Source: an optimization exercise on an open RTL-to-GDS flow (aim: small area and a short achievable clock period). Production flows keep margins and buffers that such runs may drop.
Where RTL was checked, it was by simulation tests only, not by an equivalence proof against the original.
For runs 2 and 3, only the layout was checked, not whether the RTL still works.

## flow/design.v (module list and top-level ports; edited modules follow where they fit)
// module coeff_selector: 120 lines
// module iir_filter: 2184 lines
// module iir_fa: 4 lines
// module iir_ha: 4 lines
// module iir_variable_filter: 12 lines
module iir_variable_filter (
    input  wire               clk,
    input  wire               reset_n,
    input  wire        [8:0]  filter_index,
    input  wire signed [15:0] data_in,
    output wire signed [31:0] data_out
);
  // ...
==> flow/flow/run.sh <==
#!/bin/bash
# The standard layout (standard.sh: the standard flow's synthesis and ORFS flow, unchanged), except that the
# port buffers are the platform's smallest buffer (buffer_ports -buffer_cell) instead of the
# delay cell the resizer picks by default, and repair_timing aims for 6 ns of setup slack. make's full output goes to flow_make.log; ORFS keeps
# each step's own log under orfs/logs/.
set -euo pipefail
bash standard.sh "BUFFER_PORTS_ARGS=-buffer_cell sky130_fd_sc_hd__buf_1" SETUP_SLACK_MARGIN=6 finish > flow_make.log 2>&1
==> flow/standard.sh <==
#!/bin/bash
# synth_recipe.tcl (not shown) runs the flow's synth.tcl, then flattens the netlist and writes it again
# the make line also repeats each setting of config.mk as NAME=value (left out here)
make -C /OpenROAD-flow-scripts/flow DESIGN_CONFIG=/design/flow/config.mk WORK_HOME=/design/flow/orfs CLKGATE_MAP_FILE= SYNTH_SCRIPT=/design/flow/synth_recipe.tcl "${@:-finish}"
==> flow/config.mk <==
export PLATFORM = sky130hd
export DESIGN_NAME = iir_variable_filter
export DESIGN_NICKNAME = iir_variable_filter
export VERILOG_FILES = /design/flow/design.v
export SDC_FILE = /design/flow/constraint.sdc
export NUM_CORES = 4
export LEC_CHECK = 0
export ABC_AREA = 1
export CAP_MARGIN = 20
export CORE_MARGIN = 2
export CORE_UTILIZATION = 50
export CTS_BUF_LIST = sky130_fd_sc_hd__clkbuf_8 sky130_fd_sc_hd__clkbuf_16
export SETUP_SLACK_MARGIN = 5
export SLEW_MARGIN = 20
export SYNTH_HIERARCHICAL = 1
export TNS_END_PERCENT = 0
==> flow/constraint.sdc <==
create_clock -name core_clock -period 15.0 [get_ports {clk}]
set_input_delay 3.0000 -clock core_clock [delete_from_list [all_inputs] [get_ports {clk}]]
set_output_delay 3.0000 -clock core_clock [all_outputs]
set_load 0.01 [all_outputs]
==> flow_summary.ini, run 1 <==
[cells_and_area]
n_sequential_cell = 141
multi_input_gates = 2404
final_util_pct = 59.59
n_all_buffers = 287
multi_input_area_share_pct = 73.82

[sta]
finClkSkew_ns = 0.03865
rsz0062_at_grt = true
setup_viol = 0
slew_headroom_pct = 34.87

[status]
status = timing/DRC/antenna clean

[yosys]
yosys-top-cells-count = 624 x fa_1, 545 x xor2_1, 447 x o22ai_1
yosysTopAreaCellShare_pct = 41.68
synthArstFlopShare_pct = 100.0
yosys_warnings = 8
synth_xor_area_share_pct = 16.57
synth_fa_ha_area_share_pct = 45.27
synth_area_leaders = fa_1 42%, xor2_1 16%, dfrtp_1 12%
syn_area_um2 = 29970

[worst_setup_path]
r2r_start = IIR.r_x[0]$_DFF_PN0_
cp.depth = 30
ff2ff_setup_slack_ns = 5.99
cp-startpoint = filter_index[1]
r2r-end = IIR.s[17]$_DFF_PN0_

[flow_run]
cap_violations = 0

[global_route]
grt_max_degree = 79

[floorplanning]
ios = 59

[cts]
path_clk_slew_ns = 0.11

[detailed_routing]
met3WireLength_um = 17200
drt-total-wl_um = 131800
wl_met1_um = 47850
drt-initial-drc-count = 3497

[placement]
portBuffers = 58
==> module coeff_selector, before the edit <==
module coeff_selector (
    input  logic [8:0] filter_index,
    output logic [83:0] cw,
    output logic       valid
);
    wire [4:0] f = filter_index[4:0];
    logic [83:0] rf, rlo, rhi;
    always_comb begin
        case (f[3:0])
            4'd0: rlo = 84'b110110000100010101001000000110011001101101010100110100000011101000000010000010001101;
            4'd1: rlo = 84'b000000011101110011110000011101111001100001000001111111000010011010000010000100001011;
            4'd2: rlo = 84'b000100010100110111101010101110100000101011010000101001100011101010000000001111000111;
            4'd3: rlo = 84'b000000011101110111000000000111111100010101000000101110000011011100001000001010000011;
            4'd4: rlo = 84'b010100110001100110111100001101010000101011010000111111001011101010001000011010001101;
            4'd5: rlo = 84'b011000000011100010000100100001110011011011000000111110001011101010000000010011001001;
            4'd6: rlo = 84'b000000001111010001110010011010111001101101110001101101001011101100010010010010000111;
            4'd7: rlo = 84'b000110001100100010100000100011110111100011100110001000100011101000100000100111011011;
            4'd8: rlo = 84'b001001001011010010001000100010100101001100010101011000000010001100000000111110011100;
            4'd9: rlo = 84'b000101000100000000110001100011100001010101001100011000100010110100010100110000010110;
            4'd10: rlo = 84'b000000000111110101100000110011110011001010010001000110000011101010001100101000000010;
            4'd11: rlo = 84'b000000000000000100000000011011111001000001000000000000000011110000000000111111000000;
            4'd12: rlo = 84'b000000000111110010011000110011110011001010010001000111001100001011110000000101010100;
            4'd13: rlo = 84'b000101000101000011010001100011100001010111001100011000101101011001000000001101011101;
            4'd14: rlo = 84'b001001001011010101110000100010100101101100010101011001001101101001000011010110100001;
            4'd15: rlo = 84'b000110001100100101010000100011110111100011100110001000101101010000011011110000111001;
        endcase
        case (f[1:0])
            2'd0: rhi = 84'b000000001111011110001010011010111001101101110001101100010100011100000101101101110001;
            2'd1: rhi = 84'b011000000011101101111100100001110011011001000000111110010100011100100001001010110001;
            2'd2: rhi = 84'b010101110001001011001100001101010000101101010000111111010100011000010001000110010111;
            2'd3: rhi = 84'b000000011101111001111000000111111100010101000000101110010100111010000111111100011001;
        endcase
    end
    assign rf = f[4] ? rhi : rlo;
    assign cw[0] = rf[0];
    assign cw[1] = rf[1];
    assign cw[2] = rf[2];
    assign cw[3] = rf[3];
    assign cw[4] = rf[4];
    assign cw[5] = rf[5];
    assign cw[6] = rf[6];
    assign cw[7] = rf[7];
    assign cw[8] = rf[8];
    assign cw[9] = rf[9];
    assign cw[10] = rf[10];
    assign cw[11] = rf[11];
    assign cw[12] = rf[12];
    assign cw[13] = rf[13];
    assign cw[14] = rf[14];
    assign cw[15] = rf[15];
    assign cw[16] = rf[16];
    assign cw[17] = rf[17];
    assign cw[18] = rf[18];
    assign cw[19] = rf[19];
    assign cw[20] = rf[20];
    assign cw[21] = rf[21];
    assign cw[22] = rf[22];
    assign cw[23] = rf[23];
    assign cw[24] = rf[24];
    assign cw[25] = rf[25];
    assign cw[26] = rf[26];
    assign cw[27] = rf[27];
    assign cw[28] = rf[28];
    assign cw[29] = rf[29];
    assign cw[30] = rf[30];
    assign cw[31] = rf[31];
    assign cw[32] = rf[32];
    assign cw[33] = rf[33];
    assign cw[34] = rf[34];
    assign cw[35] = rf[35];
    assign cw[36] = rf[36];
    assign cw[37] = rf[37];
    assign cw[38] = rf[38];
    assign cw[39] = rf[39];
    assign cw[40] = rf[40];
    assign cw[41] = rf[41];
    assign cw[42] = rf[42];
    assign cw[43] = rf[43];
    assign cw[44] = rf[44];
    assign cw[45] = rf[45];
    assign cw[46] = rf[46];
    assign cw[47] = rf[47];
    assign cw[48] = rf[48];
    assign cw[49] = rf[49];
    assign cw[50] = rf[50];
    assign cw[51] = rf[51];
    assign cw[52] = rf[52];
    assign cw[53] = rf[53];
    assign cw[54] = rf[54];
    assign cw[55] = rf[55];
    assign cw[56] = rf[56];
    assign cw[57] = rf[57];
    assign cw[58] = rf[58];
    assign cw[59] = rf[59];
    assign cw[60] = rf[60];
    assign cw[61] = rf[61];
    assign cw[62] = rf[62];
    assign cw[63] = rf[63];
    assign cw[64] = rf[64];
    assign cw[65] = rf[65];
    assign cw[66] = rf[66];
    assign cw[67] = rf[67];
    assign cw[68] = rf[68];
    assign cw[69] = rf[69];
    assign cw[70] = rf[70];
    assign cw[71] = rf[71];
    assign cw[72] = rf[72];
    assign cw[73] = rf[73];
    assign cw[74] = rf[74];
    assign cw[75] = rf[75];
    assign cw[76] = rf[76];
    assign cw[77] = rf[77];
    assign cw[78] = rf[78];
    assign cw[79] = rf[79];
    assign cw[80] = rf[80];
    assign cw[81] = rf[81];
    assign cw[82] = rf[82];
    assign cw[83] = rf[83];
    assign valid = filter_index < 9'd20;
endmodule
==> run 2, diff against run 1 <==
--- a/flow/design.v
+++ b/flow/design.v
@@ -4,34 +4,111 @@
     output logic       valid
 );
     wire [4:0] f = filter_index[4:0];
-    logic [83:0] rf, rlo, rhi;
-    always_comb begin
-        case (f[3:0])
-            4'd0: rlo = 84'b110110000100010101001000000110011001101101010100110100000011101000000010000010001101;
-            4'd1: rlo = 84'b000000011101110011110000011101111001100001000001111111000010011010000010000100001011;
-            4'd2: rlo = 84'b000100010100110111101010101110100000101011010000101001100011101010000000001111000111;
-            4'd3: rlo = 84'b000000011101110111000000000111111100010101000000101110000011011100001000001010000011;
-            4'd4: rlo = 84'b010100110001100110111100001101010000101011010000111111001011101010001000011010001101;
-            4'd5: rlo = 84'b011000000011100010000100100001110011011011000000111110001011101010000000010011001001;
-            4'd6: rlo = 84'b000000001111010001110010011010111001101101110001101101001011101100010010010010000111;
-            4'd7: rlo = 84'b000110001100100010100000100011110111100011100110001000100011101000100000100111011011;
-            4'd8: rlo = 84'b001001001011010010001000100010100101001100010101011000000010001100000000111110011100;
-            4'd9: rlo = 84'b000101000100000000110001100011100001010101001100011000100010110100010100110000010110;
-            4'd10: rlo = 84'b000000000111110101100000110011110011001010010001000110000011101010001100101000000010;
-            4'd11: rlo = 84'b000000000000000100000000011011111001000001000000000000000011110000000000111111000000;
-            4'd12: rlo = 84'b000000000111110010011000110011110011001010010001000111001100001011110000000101010100;
-            4'd13: rlo = 84'b000101000101000011010001100011100001010111001100011000101101011001000000001101011101;
-            4'd14: rlo = 84'b001001001011010101110000100010100101101100010101011001001101101001000011010110100001;
-            4'd15: rlo = 84'b000110001100100101010000100011110111100011100110001000101101010000011011110000111001;
-        endcase
-        case (f[1:0])
-            2'd0: rhi = 84'b000000001111011110001010011010111001101101110001101100010100011100000101101101110001;
-            2'd1: rhi = 84'b011000000011101101111100100001110011011001000000111110010100011100100001001010110001;
-            2'd2: rhi = 84'b010101110001001011001100001101010000101101010000111111010100011000010001000110010111;
-            2'd3: rhi = 84'b000000011101111001111000000111111100010101000000101110010100111010000111111100011001;
-        endcase
-    end
-    assign rf = f[4] ? rhi : rlo;
+    wire [4:0] sel;
+    assign sel[0] = ~f[4] & (f[3:2] == 2'd0);
+    assign sel[1] = ~f[4] & (f[3:2] == 2'd1);
+    assign sel[2] = ~f[4] & (f[3:2] == 2'd2);
+    assign sel[3] = ~f[4] & (f[3:2] == 2'd3);
+    assign sel[4] = f[4];
+    wire g1 = (f[1:0] == 2'd0);
+    wire g2 = (f[1:0] == 2'd1);
+    wire g3 = (f[1:0] == 2'd0) | (f[1:0] == 2'd1);
+    wire g4 = (f[1:0] == 2'd2);
+    wire g5 = (f[1:0] == 2'd0) | (f[1:0] == 2'd2);
+    wire g6 = (f[1:0] == 2'd1) | (f[1:0] == 2'd2);
+    wire g7 = (f[1:0] == 2'd0) | (f[1:0] == 2'd1) | (f[1:0] == 2'd2);
+    wire g8 = (f[1:0] == 2'd3);
+    wire g9 = (f[1:0] == 2'd0) | (f[1:0] == 2'd3);
+    wire g10 = (f[1:0] == 2'd1) | (f[1:0] == 2'd3);
+    wire g11 = (f[1:0] == 2'd0) | (f[1:0] == 2'd1) | (f[1:0] == 2'd3);
+    wire g12 = (f[1:0] == 2'd2) | (f[1:0] == 2'd3);
+    wire g13 = (f[1:0] == 2'd0) | (f[1:0] == 2'd2) | (f[1:0] == 2'd3);
+    wire g14 = (f[1:0] == 2'd1) | (f[1:0] == 2'd2) | (f[1:0] == 2'd3);
+    wire [83:0] rf;
+    assign rf[0] = sel[0] | sel[1] | (sel[3] & g14) | sel[4];
+    assign rf[1] = (sel[0] & g14) | (sel[1] & g12) | (sel[2] & g6) | (sel[4] & g4);
+    assign rf[2] = (sel[0] & g5) | (sel[1] & g5) | (sel[2] & g3) | (sel[3] & g3) | (sel[4] & g4);
+    assign rf[3] = (sel[0] & g3) | (sel[1] & g11) | (sel[2] & g1) | (sel[3] & g10) | (sel[4] & g8);
+    assign rf[4] = (sel[1] & g8) | (sel[2] & g3) | (sel[3] & g11) | sel[4];
+    assign rf[5] = (sel[3] & g12) | (sel[4] & g3);
+    assign rf[6] = (sel[0] & g4) | (sel[1] & g10) | (sel[2] & g8) | (sel[3] & g3) | (sel[4] & g1);
+    assign rf[7] = (sel[0] & g13) | sel[1] | (sel[2] & g9) | (sel[3] & g4) | (sel[4] & g6);
+    assign rf[8] = (sel[0] & g6) | (sel[1] & g8) | (sel[2] & g9) | (sel[3] & g7) | (sel[4] & g13);
+    assign rf[9] = (sel[0] & g12) | (sel[1] & g1) | (sel[2] & g13) | (sel[3] & g2) | (sel[4] & g11);
+    assign rf[10] = (sel[1] & g7) | (sel[2] & g11) | (sel[3] & g12) | (sel[4] & g8);
+    assign rf[11] = (sel[1] & g8) | sel[2] | (sel[3] & g8) | (sel[4] & g9);
+    assign rf[12] = (sel[3] & g12) | sel[4];
+    assign rf[13] = (sel[0] & g3) | (sel[1] & g4) | (sel[3] & g12) | (sel[4] & g8);
+    assign rf[14] = (sel[2] & g6) | (sel[4] & g9);
+    assign rf[15] = (sel[0] & g8) | (sel[1] & g1) | (sel[2] & g4) | (sel[3] & g8);
+    assign rf[16] = (sel[1] & g4) | (sel[2] & g2) | (sel[3] & g9) | (sel[4] & g4);
+    assign rf[17] = (sel[1] & g8) | (sel[3] & g1) | (sel[4] & g2);
+    assign rf[18] = (sel[3] & g7);
+    assign rf[19] = (sel[0] & g6) | (sel[1] & g3) | (sel[2] & g4) | (sel[3] & g1) | (sel[4] & g8);
+    assign rf[20] = (sel[0] & g8) | (sel[1] & g4) | (sel[2] & g3) | (sel[4] & g3);
+    assign rf[21] = sel[0] | sel[1] | (sel[2] & g5) | (sel[3] & g7) | sel[4];
+    assign rf[22] = (sel[0] & g10) | (sel[2] & g10) | (sel[3] & g10) | sel[4];
+    assign rf[23] = (sel[0] & g5) | sel[1] | (sel[2] & g14) | (sel[3] & g4) | (sel[4] & g8);
+    assign rf[24] = (sel[0] & g13) | sel[1] | (sel[2] & g12) | (sel[3] & g14);
+    assign rf[25] = sel[0] | sel[1] | sel[2];
+    assign rf[26] = sel[3] | sel[4];
+    assign rf[27] = (sel[1] & g7) | sel[3];
+    assign rf[28] = sel[4];
+    assign rf[29] = (sel[0] & g4) | (sel[1] & g8) | (sel[2] & g2) | (sel[3] & g10);
+    assign rf[30] = (sel[0] & g6) | (sel[1] & g5) | (sel[3] & g5) | (sel[4] & g4);
+    assign rf[31] = (sel[0] & g10) | (sel[1] & g3) | (sel[2] & g4) | (sel[3] & g1) | (sel[4] & g14);
+    assign rf[32] = (sel[0] & g11) | (sel[1] & g7) | (sel[2] & g4) | (sel[3] & g1) | sel[4];
+    assign rf[33] = (sel[0] & g14) | sel[1] | (sel[2] & g3) | (sel[3] & g14) | sel[4];
+    assign rf[34] = (sel[0] & g3) | (sel[1] & g3) | (sel[2] & g3) | (sel[3] & g6) | (sel[4] & g6);
+    assign rf[35] = sel[0] | (sel[1] & g7) | sel[4];
+    assign rf[36] = (sel[0] & g2) | (sel[1] & g4) | (sel[2] & g5) | (sel[3] & g5) | (sel[4] & g1);
+    assign rf[37] = (sel[1] & g8) | (sel[3] & g8);
+    assign rf[38] = (sel[0] & g1) | (sel[1] & g8) | (sel[2] & g3) | (sel[3] & g14);
+    assign rf[39] = (sel[2] & g2) | (sel[3] & g2);
+    assign rf[40] = (sel[0] & g5) | (sel[1] & g5) | (sel[2] & g5) | (sel[3] & g5) | (sel[4] & g5);
+    assign rf[41] = (sel[1] & g12) | (sel[3] & g8) | (sel[4] & g1);
+    assign rf[42] = sel[0] | sel[1] | (sel[2] & g10) | (sel[3] & g10) | sel[4];
+    assign rf[43] = (sel[0] & g4) | (sel[1] & g11) | (sel[2] & g4) | (sel[3] & g11);
+    assign rf[44] = (sel[0] & g9) | (sel[1] & g4) | (sel[2] & g3) | (sel[3] & g6) | (sel[4] & g13);
+    assign rf[45] = (sel[0] & g5) | (sel[1] & g7) | (sel[2] & g5) | (sel[3] & g5) | (sel[4] & g7);
+    assign rf[46] = (sel[0] & g8) | (sel[1] & g2) | (sel[2] & g2) | (sel[3] & g2) | (sel[4] & g10);
+    assign rf[47] = (sel[0] & g7) | (sel[1] & g13) | (sel[3] & g12) | (sel[4] & g5);
+    assign rf[48] = (sel[0] & g3) | (sel[1] & g14) | sel[2] | sel[3] | (sel[4] & g3);
+    assign rf[49] = (sel[1] & g10) | (sel[2] & g4) | (sel[3] & g9) | (sel[4] & g2);
+    assign rf[50] = (sel[0] & g8) | (sel[1] & g8) | (sel[2] & g1) | (sel[3] & g12) | (sel[4] & g8);
+    assign rf[51] = (sel[0] & g11) | (sel[1] & g4) | (sel[2] & g8) | (sel[4] & g9);
+    assign rf[52] = (sel[0] & g11) | sel[1] | (sel[2] & g12) | (sel[3] & g9) | sel[4];
+    assign rf[53] = (sel[0] & g14) | (sel[1] & g14) | sel[2] | sel[3] | (sel[4] & g11);
+    assign rf[54] = (sel[0] & g10) | (sel[1] & g11) | (sel[2] & g14) | (sel[3] & g11) | (sel[4] & g14);
+    assign rf[55] = (sel[0] & g13) | (sel[1] & g12) | sel[2] | sel[3] | (sel[4] & g9);
+    assign rf[56] = sel[0] | (sel[1] & g1) | (sel[4] & g12);
+    assign rf[57] = (sel[0] & g6) | (sel[1] & g5) | (sel[2] & g8) | (sel[4] & g5);
+    assign rf[58] = (sel[0] & g2) | (sel[1] & g4) | (sel[2] & g12) | (sel[3] & g1) | (sel[4] & g1);
+    assign rf[59] = (sel[0] & g4) | (sel[1] & g10) | (sel[2] & g7) | sel[3] | (sel[4] & g2);
+    assign rf[60] = (sel[2] & g2) | (sel[3] & g2);
+    assign rf[61] = (sel[0] & g4) | (sel[1] & g4) | (sel[4] & g1);
+    assign rf[62] = (sel[1] & g3) | (sel[4] & g6);
+    assign rf[63] = (sel[0] & g5) | (sel[1] & g1) | (sel[2] & g1) | (sel[3] & g1) | sel[4];
+    assign rf[64] = (sel[0] & g2) | (sel[1] & g5) | (sel[2] & g2) | sel[3] | (sel[4] & g10);
+    assign rf[65] = (sel[0] & g6) | (sel[1] & g13) | (sel[2] & g6) | (sel[3] & g4) | (sel[4] & g10);
+    assign rf[66] = sel[0] | (sel[1] & g4) | (sel[2] & g4) | (sel[3] & g14) | (sel[4] & g14);
+    assign rf[67] = (sel[0] & g14) | (sel[1] & g11) | (sel[2] & g1) | (sel[3] & g3) | (sel[4] & g5);
+    assign rf[68] = (sel[0] & g13) | (sel[1] & g1) | (sel[2] & g12) | (sel[3] & g12) | (sel[4] & g3);
+    assign rf[69] = sel[4];
+    assign rf[70] = sel[0] | (sel[1] & g4) | (sel[2] & g5) | (sel[3] & g5) | (sel[4] & g9);
+    assign rf[71] = (sel[0] & g14) | (sel[1] & g11) | (sel[2] & g4) | (sel[3] & g9) | (sel[4] & g10);
+    assign rf[72] = (sel[0] & g10) | (sel[1] & g7) | (sel[2] & g5) | (sel[3] & g7) | sel[4];
+    assign rf[73] = (sel[1] & g6) | (sel[2] & g5) | (sel[3] & g5) | (sel[4] & g3);
+    assign rf[74] = sel[0] | (sel[1] & g12) | (sel[2] & g6) | (sel[3] & g11) | (sel[4] & g9);
+    assign rf[75] = (sel[0] & g10) | (sel[1] & g12) | (sel[2] & g1) | (sel[3] & g12) | (sel[4] & g9);
+    assign rf[76] = (sel[0] & g14) | (sel[1] & g1) | (sel[4] & g12);
+    assign rf[77] = (sel[1] & g1) | (sel[4] & g4);
+    assign rf[78] = (sel[2] & g3) | (sel[3] & g6) | (sel[4] & g4);
+    assign rf[79] = (sel[0] & g1) | (sel[1] & g8) | (sel[3] & g8);
+    assign rf[80] = (sel[0] & g5) | (sel[1] & g9) | (sel[2] & g2) | (sel[3] & g10) | (sel[4] & g4);
+    assign rf[81] = (sel[1] & g2) | (sel[2] & g1) | (sel[3] & g4) | (sel[4] & g2);
+    assign rf[82] = (sel[0] & g1) | (sel[1] & g3) | (sel[4] & g6);
+    assign rf[83] = (sel[0] & g1);
     assign cw[0] = rf[0];
     assign cw[1] = rf[1];
     assign cw[2] = rf[2];
==> flow/flow/run.sh (replaced) <==
#!/bin/bash
# The standard layout (standard.sh: the standard flow's synthesis and ORFS flow, unchanged), except that the
# port buffers are the platform's smallest buffer (buffer_ports -buffer_cell) instead of the
# delay cell the resizer picks by default. make's full output goes to flow_make.log; ORFS keeps
# each step's own log under orfs/logs/.
set -euo pipefail
bash standard.sh "BUFFER_PORTS_ARGS=-buffer_cell sky130_fd_sc_hd__buf_1" finish > flow_make.log 2>&1
==> run 2 against run 1 <==
Effect of this change: still clean on timing, DRC and antenna; setup slack got worse by 0.52 ns; non-clock buffer count decreased by 133; clock-buffer cell count unchanged; sequential cell count unchanged; global-route usage decreased by 3.0 points; area after synthesis decreased by 0.28%; core utilization decreased by 5.2 points; clock skew decreased by 0.011 ns; synthesized cell count decreased by 0.13%; largest cell class unchanged.
==> flow_summary.ini, run 2 <==
[yosys]
yosys_warnings = 7
synth_edf_count = 0
yosysUniqueCellTypes = 40
syn-num-nets = 3773
synth_area_leaders = fa_1 42%, xor2_1 16%, dfrtp_1 12%
yosysTopAreaCell = fa_1
syn_area_um2 = 29890
synth_cells = 3036
yosysTopAreaCellShare_pct = 41.80
yosysMostFrequentCell = fa_1
synth-seq-cells = 141
avgSynthCellArea_um2 = 9.844
synth_seq_area_share_pct = 11.81
synthFlopType = dfrtp_1
yosys-top-cells-count = 624 x fa_1, 545 x xor2_1, 446 x o22ai_1
synthArstFlopShare_pct = 100.0

[cells_and_area]
mostFrequentLayoutCells = 618 x fa_1, 543 x xor2_1, 442 x o22ai_1
syn_to_final_growth_pct = 7.334
multiInputGateArea_um2 = 24570
layout_commonest_cell = fa_1
num-nets-final = 3750
regArea_um2 = 3528
drive_gt1_share_pct = 9.154
nFillCells = 5372

[sta]
min_period_ns = 9.837
setup_viol = 0
slew_headroom_pct = 32.04
setup_tns_ns = 0
fin_crit_sh_pct = 65.58
worst_slack_ns = 5.163
finClkSkew_ns = 0.02805
worst_pin_slew_ns = 1.019
slew_viol_final = 0
hold_viol_final = 0
rsz0062_at_grt = true
timing.fmax_mhz = 101.7

[hold_path]
hp-class = register to register
whs_path_depth = 0

[cts]
cts_buffer_depth = 2
clkLatencyLatePin_ns = 0.50
path_clk_slew_ns = 0.08
clock_sinks = 141
postCtsHoldBufs = 0
cts_tree = yes
cts_buffers = 17
clockRootBuffer = clkbuf_16
h-tree-depth = 4

[detailed_routing]
drt-initial-drc-count = 3057
drt-total-wl_um = 123100
met3WireLength_um = 14630
final_antenna_net_count = 0
vias = 24780
met2WireLength_um = 51730
drc = 0
first_pass_iters = 9
highest_layer = met4
avgRoutedWirePerCell_um = 32.41
vias_per_cell = 6.521
wl_met1_um = 46480

[floorplanning]
dieArea_um2 = 61750
ios = 59
dieHeight_um = 248.5
initial_utilization_pct = 50.64
rows = 89
die_w_um = 248.5
core_area_um2 = 59020

[worst_setup_path]
required_ns = 15.41
critPathCaptureType = register
critPathKind = input port to register
cp_max_fo = 15
arrival_ns = 10.25
cp-start-kind = input port
cp.depth = 25
cp_slowest_stage_delay_ns = 0.53
path_common_cell = fa_1
critPathSlowestCell = fa_1
ff2ff_path_depth = 24
cp_num_buf_inv = 4
cp_top_family = adder cells

[global_route]
antenna_found_initial = 1
track_usage_pct = 40.57
grt_pass1_wl_um = 181200
grt_pass1_vias = 26050
grt_overflow = 0
grt_max_degree = 64

[placement]
hpwl_um = 94790
portBuffers = 58
globalplace.congestion = 1.018
pre_cts_ws_ns = 3.330

[flow_run]
cap_violations = 0

[status]
status = timing/DRC/antenna clean
==> run 2: changes by cell type after synthesis, moves of 14 or more <==
cell	delta
inv_1	+24
nand2_1	-17
nand3_1	-14
nand4_1	+21
nor2_1	+34
o21ai_0	-20
==> run 2: path summary, 6_finish.rpt <==
path                            slack, ns                    to                 start
worst min register to register       0.39   IIR.x2[0]$_DFF_PN0_   IIR.x1[0]$_DFF_PN0_
worst max register to register       5.84   IIR.s[17]$_DFF_PN0_  IIR.r_x[0]$_DFF_PN0_
worst min-delay path                 0.39   IIR.x2[0]$_DFF_PN0_   IIR.x1[0]$_DFF_PN0_
min in group asynchronous            2.45  IIR.x1[15]$_DFF_PN0_               reset_n
worst max-delay path                 5.16   IIR.y0[7]$_DFF_PN0_       filter_index[1]
max in group asynchronous           11.35   IIR.y1[7]$_DFF_PN0_               reset_n
==> run 2: worst register-to-register path: cells and delay by family, from the launching register on <==
kind / cells / cell delay, ns
flip-flops: 1 / 0.39
XOR/XNOR: 1 / 0.17
adder cells (fa/ha/maj): 20 / 8.09
AND/OR/NAND/NOR: 3 / 0.40
==> run 2: per-stage QoR <==
| step | instances | hold slack (ns) | instance area (µm²) | util (%) |
|---|---|---|---|---|
| after CTS | 3781 | 0.3998 | 31660 | 53.65 |
| after floorplan | 3036 | 0.3519 | 29890 | - |
| after global routing | 3799 | 0.4035 | 32080 | 54.35 |
| after global placement | 3726 | 0.3668 | 30600 | 51.84 |
| after detailed placement | 3726 | 0.3824 | 30600 | 51.84 |
| final | 3800 | 0.3950 | 32080 | 54.35 |
==> run 2: cell type report <==
| type | instances | area share (%) |
|---|---|---|
| multi-input combinational | 2388 | 76.60 |
| sequential | 141 | 11.00 |
| inverter | 311 | 4.189 |
| timing repair buffer | 154 | 3.265 |
| tap | 773 | 3.015 |
| clock buffer | 17 | 1.326 |
| clock inverter | 15 | 0.6006 |
| antenna | 1 | 0.007801 |
==> run 2: kinds of logic after synthesis <==
family	synth area share [%]
xor gates and xnor gates	16.62
and+or+nand+nor	8.126
buffers and inverters	6.916
DFF	11.81
adders and majority gates	45.40
AOI/OAI and AO/OA	11.14
==> run 2: layer usage <==
metal / track usage, % / up-vias
met3: 10.43 / 489
met1: 54.32 / 12510
li1: - / 9840
met4: 26.76 / 0
met2: 58.38 / 1941
met5: 0 / -
==> run 2: what timing repair did <==
item,4_1_cts,5_1_grt
buffers inserted,23,17
resized for setup,96,71
pin swaps,6,3
gates cloned,0,1
setup endpoints to repair,19,16
==> run 2: Yosys stat by module, one instance, submodules excluded, excerpt <==
module	flip-flops and latches	cells inside	cell area (µm²)	times used
iir_filter	141	2083	15700	1
iir_fa	0	1	20.02	619
iir_ha	0	1	12.51	22
coeff_selector	0	312	1519	1
==> run 3, diff against run 2 <==
--- a/flow/config.mk
+++ b/flow/config.mk
@@ -8,7 +8,7 @@
 export ABC_AREA = 1
 export CAP_MARGIN = 20
 export CORE_MARGIN = 2
-export CORE_UTILIZATION = 50
+export CORE_UTILIZATION = 60
 export CTS_BUF_LIST = sky130_fd_sc_hd__clkbuf_8 sky130_fd_sc_hd__clkbuf_16
 export SETUP_SLACK_MARGIN = 5
 export SLEW_MARGIN = 20
==> run 3 against run 2 <==
Effect of this change: synthesized cell count is the same; clock skew up 0.0016 ns; sequential cell count unchanged; hold slack got worse by 0.013 ns; area after synthesis unchanged; non-clock buffer count down 4; via count grew 2.9%; wire length fell by 1.5%; critical path type unchanged.
==> flow_summary.ini, run 3 <==
[sta]
setup_viol = 0
slew_viol_final = 0
min_period_ns = 9.836
slew_headroom_pct = 39.23
finClkSkew_ns = 0.02964
rsz0062_at_grt = true
hold_viol_final = 0
fin_crit_sh_pct = 65.57
worst_pin_slew_ns = 0.9116
timing.fmax_mhz = 101.7
setup_tns_ns = 0
worst_slack_ns = 5.164

[yosys]
syn_area_um2 = 29890
synth-seq-cells = 141
synth_edf_count = 0
yosysMostFrequentCell = fa_1
yosysTopAreaCell = fa_1
yosys_warnings = 7
synth_cells = 3036
synth_seq_area_share_pct = 11.81
yosysUniqueCellTypes = 40
synth_area_leaders = fa_1 42%, xor2_1 16%, dfrtp_1 12%
yosysTopAreaCellShare_pct = 41.80
avgSynthCellArea_um2 = 9.844
syn-num-nets = 3773
synthFlopType = dfrtp_1
synthArstFlopShare_pct = 100.0
yosys-top-cells-count = 624 x fa_1, 545 x xor2_1, 446 x o22ai_1

[cts]
cts_tree = yes
clkLatencyLatePin_ns = 0.52
h-tree-depth = 4
cts_buffers = 17
clock_sinks = 141
clockRootBuffer = clkbuf_16
path_clk_slew_ns = 0.07
postCtsHoldBufs = 0
cts_buffer_depth = 2

[worst_setup_path]
path_common_cell = fa_1
ff2ff_setup_slack_ns = 5.73
cp-startpoint = filter_index[0]
ff2ff_path_depth = 24
crit_end = IIR.y0[12]$_DFF_PN0_
critPathKind = input port to register
critPathSlowestCell = fa_1
critPathCaptureType = register
required_ns = 15.39
cp_max_fo = 9
r2r-end = IIR.s[17]$_DFF_PN0_
arrival_ns = 10.23
cp_slowest_stage_delay_ns = 0.55
r2r_start = IIR.r_x[0]$_DFF_PN0_
cp-start-kind = input port

[floorplanning]
ios = 59
die_w_um = 227.2
dieHeight_um = 227.2
initial_utilization_pct = 60.93
rows = 81
core_area_um2 = 49050
dieArea_um2 = 51610

[global_route]
grt_max_degree = 78
grt_pass1_wl_um = 178500
grt_overflow = 0
grt_pass1_vias = 26920
antenna_found_initial = 1
track_usage_pct = 49.03

[cells_and_area]
final_util_pct = 65.13
syn_to_final_growth_pct = 6.891
final_area_um2 = 31950
num-nets-final = 3746
mostFrequentLayoutCells = 620 x fa_1, 539 x xor2_1, 439 x o22ai_1
instances_no_fill = 3688
layout_commonest_cell = fa_1
drive_gt1_share_pct = 9.398

[flow_run]
cap_violations = 0

[placement]
pre_cts_ws_ns = 3.399
placed_cells = 3607
hpwl_um = 90910
globalplace.congestion = 1.041
portBuffers = 58
place_area_um2 = 30390

[detailed_routing]
final_antenna_net_count = 0
drc = 0
drt-initial-drc-count = 3727
drt-total-wl_um = 121300
vias = 25500
vias_per_cell = 6.914
first_pass_iters = 14
avgRoutedWirePerCell_um = 32.89

[hold_path]
hp-class = register to register

[status]
status = timing/DRC/antenna clean
## run 3: area by class of cell
cell class	instances	area [µm²]
Sequential cell	141	3528
Antenna cell	2	5.005
Tap cell	664	830.8
Multi-Input combinational cell	2388	24640
Clock inverter	15	130.1
Timing Repair Buffer	150	1033
Inverter	311	1351
Fill cell	4101	17110
Clock buffer	17	425.4
## run 3: cell families after synthesis
family                   synth area share, %
adder cells (fa/ha/maj)                45.40
XOR/XNOR                               16.62
AND/OR/NAND/NOR                        8.126
AO/OA/AOI/OAI                          11.14
buffers and inverters                  6.916
flip-flops                             11.81
## run 3: per-layer routing
layer | vias to the layer above | global-route usage (%) | part of all wire, %
met5 | - | 0 | 0
met4 | 0 | 36.64 | 9.9
met3 | 727 | 21.17 | 15
met2 | 2358 | 67.87 | 41
met1 | 12600 | 60.76 | 34
li1 | 9813 | - | -
## run 3: what timing repair did
action / CTS / global route
setup endpoints to repair: 19 / 16
gates resized for setup: 101 / 79
buffers inserted: 15 / 30
pin swaps: 5 / 4
cloned: 0 / 1
## run 3: stage by stage
stage | hold WS [ns]
after detailed placement | 0.3726
after CTS | 0.3869
after global routing | 0.3933
after floorplan | 0.3519
final | 0.3816
after global placement | 0.3659
## run 3: critical path: cells and delay by family
kind | cells | cell delay [ns]
buffers and inverters | 4 | 0.63
adder cells (fa/ha/maj) | 10 | 4.43
AND/OR/NAND/NOR | 13 | 1.63
AO/OA/AOI/OAI | 2 | 0.30
XOR/XNOR | 1 | 0.20
## run 3: Yosys stat by module, one instance, submodules excluded, a selection
module          area [µm²]  times used  flops+latches  cells
iir_filter           15700           1            141   2083
coeff_selector        1519           1              0    312
iir_fa               20.02         619              0      1
iir_ha               12.51          22              0      1
## run 3: worst min-delay path by stage
stage / startpoint / endpoint / slack, ns / depth (start not counted)
after global routing: IIR.r_x[0]$_DFF_PN0_ / IIR.x1[0]$_DFF_PN0_ / 0.39 / 0
final: IIR.r_x[0]$_DFF_PN0_ / IIR.x1[0]$_DFF_PN0_ / 0.38 / 0
after CTS: IIR.r_x[0]$_DFF_PN0_ / IIR.x1[0]$_DFF_PN0_ / 0.39 / 0
after floorplan: IIR.y1[0]$_DFF_PN0_ / IIR.y2[0]$_DFF_PN0_ / 0.35 / 0
after global placement: IIR.r_x[0]$_DFF_PN0_ / IIR.x1[0]$_DFF_PN0_ / 0.37 / 0
after detailed placement: IIR.x1[0]$_DFF_PN0_ / IIR.x2[0]$_DFF_PN0_ / 0.37 / 0

[what the ideal ports hide]
No port has a modelled driver above. Below, the same layouts with a new extraction and two added sets of constraints.
Step 1, drivers: a clkbuf_16 drives clk and a buf_2 each remaining input, both assumed.
Step 2 moves the port delays by t, midway between the first and last clock arrival at a register: inputs arrive t later, outputs are due t later. That takes back most of the time a late clock gives input paths.
a / b / c = ideal ports / drivers / drivers and shift; a / b = the first two.
| run | shift t [ns] | setup WS [ns] | worst slew at a driven data input, ns | cell pins on the clock port's net |
|---|---|---|---|---|
| run 1 | 0.580 | 5.688 / 5.672 / 5.093 | 0.08 | 1 |
| run 2 | 0.557 | 5.163 / 5.210 / 4.653 | 0.03 | 1 |
| run 3 | 0.567 | 5.164 / 5.207 / 4.640 | 0.03 | 1 |
After both steps setup and hold are still met in every run listed. For run 1, which loses most, drivers alone change the setup slack by -0.016 ns; drivers and shift together by -0.595 ns.
